Background: an optimization exercise with open tools, aiming at small area and a short achievable clock period. Do not read the settings as production practice. Function was checked by simulation only, so behaviour that the tests miss may differ from the original. No activity file was given, so power comes from the tool's default toggle rates.

==> flow/design.v (excerpt) <==
module fir_filter (
    input clk,
    input reset,
    input [15:0] xin,
    output [31:0] yout
);
Size in the first run: about 4000 cells after synthesis, roughly 1000 flip-flops, roughly 50 I/O pins, about 0.050 mm^2 of cells after synthesis.
==> flow/config.mk <==
export PLATFORM = sky130hd
export DESIGN_NAME = fir_filter
export DESIGN_NICKNAME = fir_filter
export VERILOG_FILES = /design/flow/design.v
export SDC_FILE = /design/flow/constraint.sdc
export NUM_CORES = 4
export LEC_CHECK = 0
export CAP_MARGIN = 20
export CORE_MARGIN = 2
export CORE_UTILIZATION = 80
export CTS_BUF_LIST = sky130_fd_sc_hd__clkbuf_8
export CTS_CLUSTER_DIAMETER = 60
export CTS_CLUSTER_SIZE = 16
export SLEW_MARGIN = 20
export SYNTH_HIERARCHICAL = 1
export SYNTH_MINIMUM_KEEP_SIZE = 0
==> flow/constraint.sdc <==
create_clock -name core_clock -period 65.0 [get_ports {clk}]
set_input_delay 13.0000 -clock core_clock [delete_from_list [all_inputs] [get_ports {clk}]]
set_output_delay 13.0000 -clock core_clock [all_outputs]
set_load 0.01 [all_outputs]
standard.sh (not shown) runs the stock make flow with config.mk's settings and CLKGATE_MAP_FILE= SYNTH_SCRIPT=/design/flow/synth_recipe.tcl, a recipe that flattens the netlist after the stock synthesis.
==> flow/flow/run.sh <==
#!/bin/bash
# The standard layout (standard.sh), unchanged except that the port
# buffers that global placement inserts are buf_2 cells instead of the
# weakest (delay) buffer: flow/port_buffers.tcl runs before global placement
# and only marks the delay buffers and buf_1/clkbuf_1 don't-use for that step.
set -euo pipefail
export PRE_GLOBAL_PLACE_TCL="$(pwd)/flow/port_buffers.tcl"
bash standard.sh > standard_flow.log 2>&1
==> flow/flow/port_buffers.tcl <==
# Sourced by ORFS global_place.tcl just before buffer_ports: buffer_ports takes
# the weakest buffer that is not don't-use, so hide the delay cells and the
# size-1 buffers for this step; it then inserts sky130_fd_sc_hd__buf_2.
set_dont_use [get_lib_cells {sky130_fd_sc_hd__clkdlybuf4s* sky130_fd_sc_hd__dlygate* sky130_fd_sc_hd__dlymetal* sky130_fd_sc_hd__clkbuf_1 sky130_fd_sc_hd__buf_1}]
The starting point stopped in global routing, error GRT-0232.
Then changed:
--- a/flow/config.mk
+++ b/flow/config.mk
@@ -8,8 +8,8 @@
 export CAP_MARGIN = 20
 export CORE_MARGIN = 2
-export CORE_UTILIZATION = 80
-export CTS_BUF_LIST = sky130_fd_sc_hd__clkbuf_8
+export CORE_UTILIZATION = 60
+export CTS_BUF_LIST = sky130_fd_sc_hd__clkbuf_16
 export CTS_CLUSTER_DIAMETER = 60
-export CTS_CLUSTER_SIZE = 16
+export CTS_CLUSTER_SIZE = 28
 export SLEW_MARGIN = 20
 export SYNTH_HIERARCHICAL = 1
After rerunning:
- The changed run passed the timing, design-rule and antenna checks
- synthesized area stays the same
- synthesized cell count stays the same
Then changed:
--- a/flow/config.mk
+++ b/flow/config.mk
@@ -8,8 +8,8 @@
 export CAP_MARGIN = 20
 export CORE_MARGIN = 2
-export CORE_UTILIZATION = 60
-export CTS_BUF_LIST = sky130_fd_sc_hd__clkbuf_16
+export CORE_UTILIZATION = 70
+export CTS_BUF_LIST = sky130_fd_sc_hd__clkbuf_8
 export CTS_CLUSTER_DIAMETER = 60
-export CTS_CLUSTER_SIZE = 28
+export CTS_CLUSTER_SIZE = 16
 export SLEW_MARGIN = 20
 export SYNTH_HIERARCHICAL = 1
After rerunning: The changed run passed the timing, design-rule and antenna checks. Fmax rises by 1.8%. Worst setup slack improves by 0.26 ns. Synthesized area is unchanged. Design area fell by 2.6%. Clock power falls by 31%. Sequential power hardly moves. Combinational power barely changes. Register-to-register slack is worse by 0.11 ns. Clock skew came out higher by 0.020 ns. Routed wire length rises by 0.62%.


fir_filter, a different RTL version from the one above (not shown whole).
Size in the first run: roughly 4000 cells after synthesis, about 1000 flip-flops, about 50 I/O pins, about 0.051 mm² of cells after synthesis.
clock: 65.0 ns
lec_check: 0
cap_margin: 20
core_margin: 2
core_utilization: 50
slew_margin: 20
synth_hierarchical: 1
synth_minimum_keep_size: 0
Scripts as last shown in full above: flow/flow/run.sh, flow/flow/port_buffers.tcl
Then changed:
==> flow/run.sh (new file) <==
#!/bin/bash
# synth_recipe.tcl (not shown) runs the flow's synth.tcl, then flattens the netlist and writes it again
# the make line also repeats each setting of config.mk as NAME=value (left out here)
make -C /OpenROAD-flow-scripts/flow DESIGN_CONFIG=/design/flow/config.mk WORK_HOME=/design/flow/orfs CLKGATE_MAP_FILE= SYNTH_SCRIPT=/design/flow/synth_recipe.tcl finish
removed: flow/flow/run.sh
removed: flow/flow/port_buffers.tcl
removed: flow/standard.sh
Clock-buffer cell count shrinks by 8. Synthesized cell count stays the same. Worst setup slack degrades by 480 ps. Non-clock buffer count shrinks by 2. Die area does not change. Power is about the same. Design area grows by 0.52%. Cell count hardly moves.


Setup of main:
Another version of the RTL of fir_filter (not shown whole).
Size in the first run: roughly 3,800 cells after synthesis, about 1,000 flip-flops, roughly 49,000 µm² of cells after synthesis.
==> flow/config.mk <==
export PLATFORM = sky130hd
export DESIGN_NAME = fir_filter
export DESIGN_NICKNAME = fir_filter
export VERILOG_FILES = /design/flow/design.v
export SDC_FILE = /design/flow/constraint.sdc
export NUM_CORES = 4
export LEC_CHECK = 0
export CAP_MARGIN = 20
export CORE_MARGIN = 2
export CORE_UTILIZATION = 75
export CTS_BUF_LIST = sky130_fd_sc_hd__clkbuf_8
export CTS_CLUSTER_DIAMETER = 60
export CTS_CLUSTER_SIZE = 16
export SLEW_MARGIN = 20
export SYNTH_HIERARCHICAL = 1
export SYNTH_MINIMUM_KEEP_SIZE = 0
==> flow/constraint.sdc <==
create_clock -name core_clock -period 65.0 [get_ports {clk}]
set_input_delay 13.0000 -clock core_clock [delete_from_list [all_inputs] [get_ports {clk}]]
set_output_delay 13.0000 -clock core_clock [all_outputs]
set_load 0.01 [all_outputs]
==> flow/flow/run.sh <==
#!/bin/bash
# The standard layout (standard.sh), unchanged except that the port
# buffers that global placement inserts are buf_2 cells instead of the
# weakest (delay) buffer: flow/port_buffers.tcl runs before global placement
# and only marks the delay buffers and buf_1/clkbuf_1 don't-use for that step.
set -euo pipefail
export PRE_GLOBAL_PLACE_TCL="$(pwd)/flow/port_buffers.tcl"
bash standard.sh > standard_flow.log 2>&1
==> flow/flow/port_buffers.tcl <==
# Sourced by ORFS global_place.tcl just before buffer_ports: buffer_ports takes
# the weakest buffer that is not don't-use, so hide the delay cells and the
# size-1 buffers for this step; it then inserts sky130_fd_sc_hd__buf_2.
set_dont_use [get_lib_cells {sky130_fd_sc_hd__clkdlybuf4s* sky130_fd_sc_hd__dlygate* sky130_fd_sc_hd__dlymetal* sky130_fd_sc_hd__clkbuf_1 sky130_fd_sc_hd__buf_1}]
## Diff of input files: the feature branch against main
- CORE_UTILIZATION changed from 75 to 70
==> results.txt <==
- Relative to main, the final total power measured on the feature branch has decreased slightly.
- main -> the feature branch: average routed wire per standard cell decreased by more than 10%
- The feature branch reports its launching element of the worst setup path as yr[26] while main reports yr[28].
- The detailed-placement wirelength estimate number comes out higher for main vs the feature branch.
- Final setup violation count: the feature branch vs main identical

==> port drivers added, routing unchanged <==
Ports are ideal in the flow. The routed layouts listed here were re-timed in OpenROAD.
Step 1: set_driving_cell puts a clkbuf_16 on clk and a buf_2 on each other input, an assumption about the parent block.
Step 2 adds t to the input delays and takes it off the output delays; t is the mean of the earliest and latest rising clock arrival at the registers after step 1. Input paths then give back, and output paths get back, about the clock's delay inside the block.
Slacks: ideal / step 1 / step 2; pairs: ideal / step 1.
run | t (ns) | slack for setup (ns) | worst register clock-pin slew, ns
the second run of note 1 | 0.724 | 50.394 / 50.444 / 49.721 | 0.10 / 0.10
the third run of note 1 | 0.786 | 50.654 / 50.603 / 49.886 | 0.11 / 0.11
the first run of note 2 | 0.759 | 50.452 / 50.467 / 49.708 | 0.07 / 0.07
the second run of note 2 | 0.768 | 49.974 / 50.017 / 49.250 | 0.07 / 0.07
main | 0.792 | 50.638 / 50.575 / 49.956 | 0.11 / 0.11
the feature branch | 0.791 | 50.601 / 50.529 / 49.938 | 0.11 / 0.11
After both steps setup and hold are still met in every run listed. For the third run of note 1, which loses most, drivers alone change the setup slack by -0.051 ns; drivers and shift together by -0.768 ns.
